Source: an optimization exercise on an open RTL-to-GDS flow (aim: small area and a short achievable clock period). Production flows keep margins and buffers that such runs may drop.
At most, simulation tests tie the RTL to the original design; equivalence was not proved.
Power is estimated from default activity; no workload was simulated.

== the reference run ==
==> flow/design.v <==
module FourBitBP(
    input clk,
    input [2:0] branchID,
    input outcome,
    input reset,
    output reg miss
    );
    reg [3:0] BHT [0:7];
    reg [1:0] Counters [0:127];
    reg       rst_r;             
    reg [2:0] bid_r;             
    reg [3:0] h_r;               
    reg [1:0] c_r;               
    reg       o_r;               
    reg       self_r;            
    wire [1:0] wd_r = rst_r ? 2'b00 :
                      {(c_r[1] & c_r[0]) | (o_r & (c_r[1] | c_r[0])),
                       (c_r[1] & ~c_r[0]) | (o_r & (c_r[1] | ~c_r[0]))};
    wire [7:0]  we_b;
    wire [15:0] we_h;
    wire [1:0]  cb [0:7];
    genvar b, j;
    generate
        for (b = 0; b < 8; b = b + 1) begin : g_rd
            assign we_b[b] = rst_r | (bid_r == b);
            assign cb[b] = (rst_r | (self_r & (bid_r == b))) ? wd_r :
                           Counters[{b[2:0], BHT[b]}];
        end
        for (j = 0; j < 16; j = j + 1) begin : g_weh
            assign we_h[j] = rst_r | (h_r == j);
        end
    endgenerate
    wire [1:0] c = cb[branchID];
    wire [3:0] h = BHT[branchID];
    always @(posedge clk) begin
        miss   <= ~reset & (c[1] ^ outcome);
        rst_r  <= reset;
        bid_r  <= branchID;
        h_r    <= h;
        c_r    <= c;
        o_r    <= outcome;
        self_r <= (h == {4{outcome}});
    end
    generate
        for (b = 0; b < 8; b = b + 1) begin : g_bht
            always @(posedge clk) begin
                if (reset)
                    BHT[b] <= 4'b0000;
                else if (branchID == b)
                    BHT[b] <= {BHT[b][2:0], outcome};
            end
            for (j = 0; j < 16; j = j + 1) begin : g_cnt
                always @(posedge clk) begin
                    if (we_b[b] & we_h[j])
                        Counters[b*16+j] <= wd_r;
                end
            end
        end
    endgenerate
endmodule
==> flow/config.mk <==
export PLATFORM = sky130hd
export DESIGN_NAME = FourBitBP
export DESIGN_NICKNAME = FourBitBP
export VERILOG_FILES = /design/flow/design.v
export SDC_FILE = /design/flow/constraint.sdc
export NUM_CORES = 4
export LEC_CHECK = 0
export ABC_AREA = 1
export CAP_MARGIN = 20
export CORE_MARGIN = 2
export CORE_UTILIZATION = 40
export CTS_BUF_LIST = sky130_fd_sc_hd__clkbuf_8
export CTS_CLUSTER_DIAMETER = 70
export CTS_CLUSTER_SIZE = 15
export SETUP_SLACK_MARGIN = 3.7
export SLEW_MARGIN = 20
==> flow/constraint.sdc <==
create_clock -name core_clock -period 6.0 [get_ports {clk}]
set_input_delay 1.2000 -clock core_clock [delete_from_list [all_inputs] [get_ports {clk}]]
set_output_delay 1.2000 -clock core_clock [all_outputs]
set_load 0.01 [all_outputs]
run.sh (not shown) runs the stock make flow with config.mk's settings and CLKGATE_MAP_FILE= SYNTH_SCRIPT=/design/flow/synth_recipe.tcl, a recipe that flattens the netlist after the stock synthesis.
The following lists how the trial run was set up differently from the reference run:
-- flow/design.v --
<<< the reference run, line 10
    reg       rst_r;             
    reg [2:0] bid_r;             
    reg [3:0] h_r;               
    reg [1:0] c_r;               
    reg       o_r;               
>>> the trial run, line 10
    reg       rst_r;             
    reg [2:0] bid_r;             
    reg       h3_r;              
    reg [1:0] c_r;               
    reg       o_r;               
<<< the reference run, line 17
                      {(c_r[1] & c_r[0]) | (o_r & (c_r[1] | c_r[0])),
                       (c_r[1] & ~c_r[0]) | (o_r & (c_r[1] | ~c_r[0]))};
    wire [7:0]  we_b;
    wire [15:0] we_h;
>>> the trial run, line 17
                      {(c_r[1] & c_r[0]) | (o_r & (c_r[1] | c_r[0])),
                       (c_r[1] & ~c_r[0]) | (o_r & (c_r[1] | ~c_r[0]))};
    wire [3:0]  h_r = {h3_r, BHT[bid_r][3:1]};
    wire [7:0]  we_b;
    wire [15:0] we_h;
<<< the reference run, line 31
        end
    endgenerate
    wire [1:0] c = cb[branchID];
    wire [3:0] h = BHT[branchID];
>>> the trial run, line 32
        end
    endgenerate
    wire [7:0] h0, h1;
    generate
        for (b = 0; b < 8; b = b + 1) begin : g_hx
            assign h0[b] = (BHT[b] == 4'b0000);
            assign h1[b] = (BHT[b] == 4'b1111);
        end
    endgenerate
    wire [1:0] c = cb[branchID];
    wire [3:0] h = BHT[branchID];
<<< the reference run, line 37
        rst_r  <= reset;
        bid_r  <= branchID;
        h_r    <= h;
        c_r    <= c;
        o_r    <= outcome;
        self_r <= (h == {4{outcome}});
    end
    generate
>>> the trial run, line 45
        rst_r  <= reset;
        bid_r  <= branchID;
        h3_r   <= h[3];
        c_r    <= c;
        o_r    <= outcome;
        self_r <= outcome ? h1[branchID] : h0[branchID];
    end
    generate
### Flow results
Comparing the trial run and the reference run, share of power burned in registers is higher on the reference run.
When the final numbers for the trial run and the reference run were put side by side, the ratio of cells with drive above 1 in the final layout turned out to be greater in the trial run.
Filler cell count delta for the trial run relative to the reference run: about 1.6% lower
The fraction of standard cell area in multi-input logic reported for the trial run is greater than that of the reference run by 0.49 points.
Post-route minimum period is higher on the trial run
Delta (the trial run minus the reference run): fraction of synthesis flops using an asynchronous set or reset pin did not really move; maximum clock frequency lost 6.0 MHz; cell count after synthesis went up by 9.
Of the trial run and the reference run, the trial run shows the lower minimum setup slack in the final design, with the reference run above it.
Between the trial run and the reference run, it is the trial run whose cell count is higher, by 78.
No functional check of the RTL was part of the trial run.

## re-timing with driven ports
Ports are ideal in the flow. The routed layouts listed here were re-timed in OpenROAD. Step 1 sets driving cells, clkbuf_16 on the clock port and buf_2 on the other inputs (assumed; they add their load-dependent delay and slew). Step 2 moves the port delays by t, midway between the first and last clock arrival at a register: inputs arrive t later, outputs are due t later. That takes back most of the time a late clock gives input paths. a / b / c = ideal ports / drivers / drivers and shift; a / b = the first two.
| run | t (ns) | setup WS [ns] | worst setup path after step 2 |
|---|---|---|---|
| the reference run | 0.617 | 3.760 / 3.717 / 3.183 | input to register |
| the trial run | 0.610 | 3.729 / 3.682 / 3.236 | input to register |
After both steps setup and hold are still met in every run listed. For the reference run, which loses most, drivers alone change the setup slack by -0.043 ns; drivers and shift together by -0.577 ns.
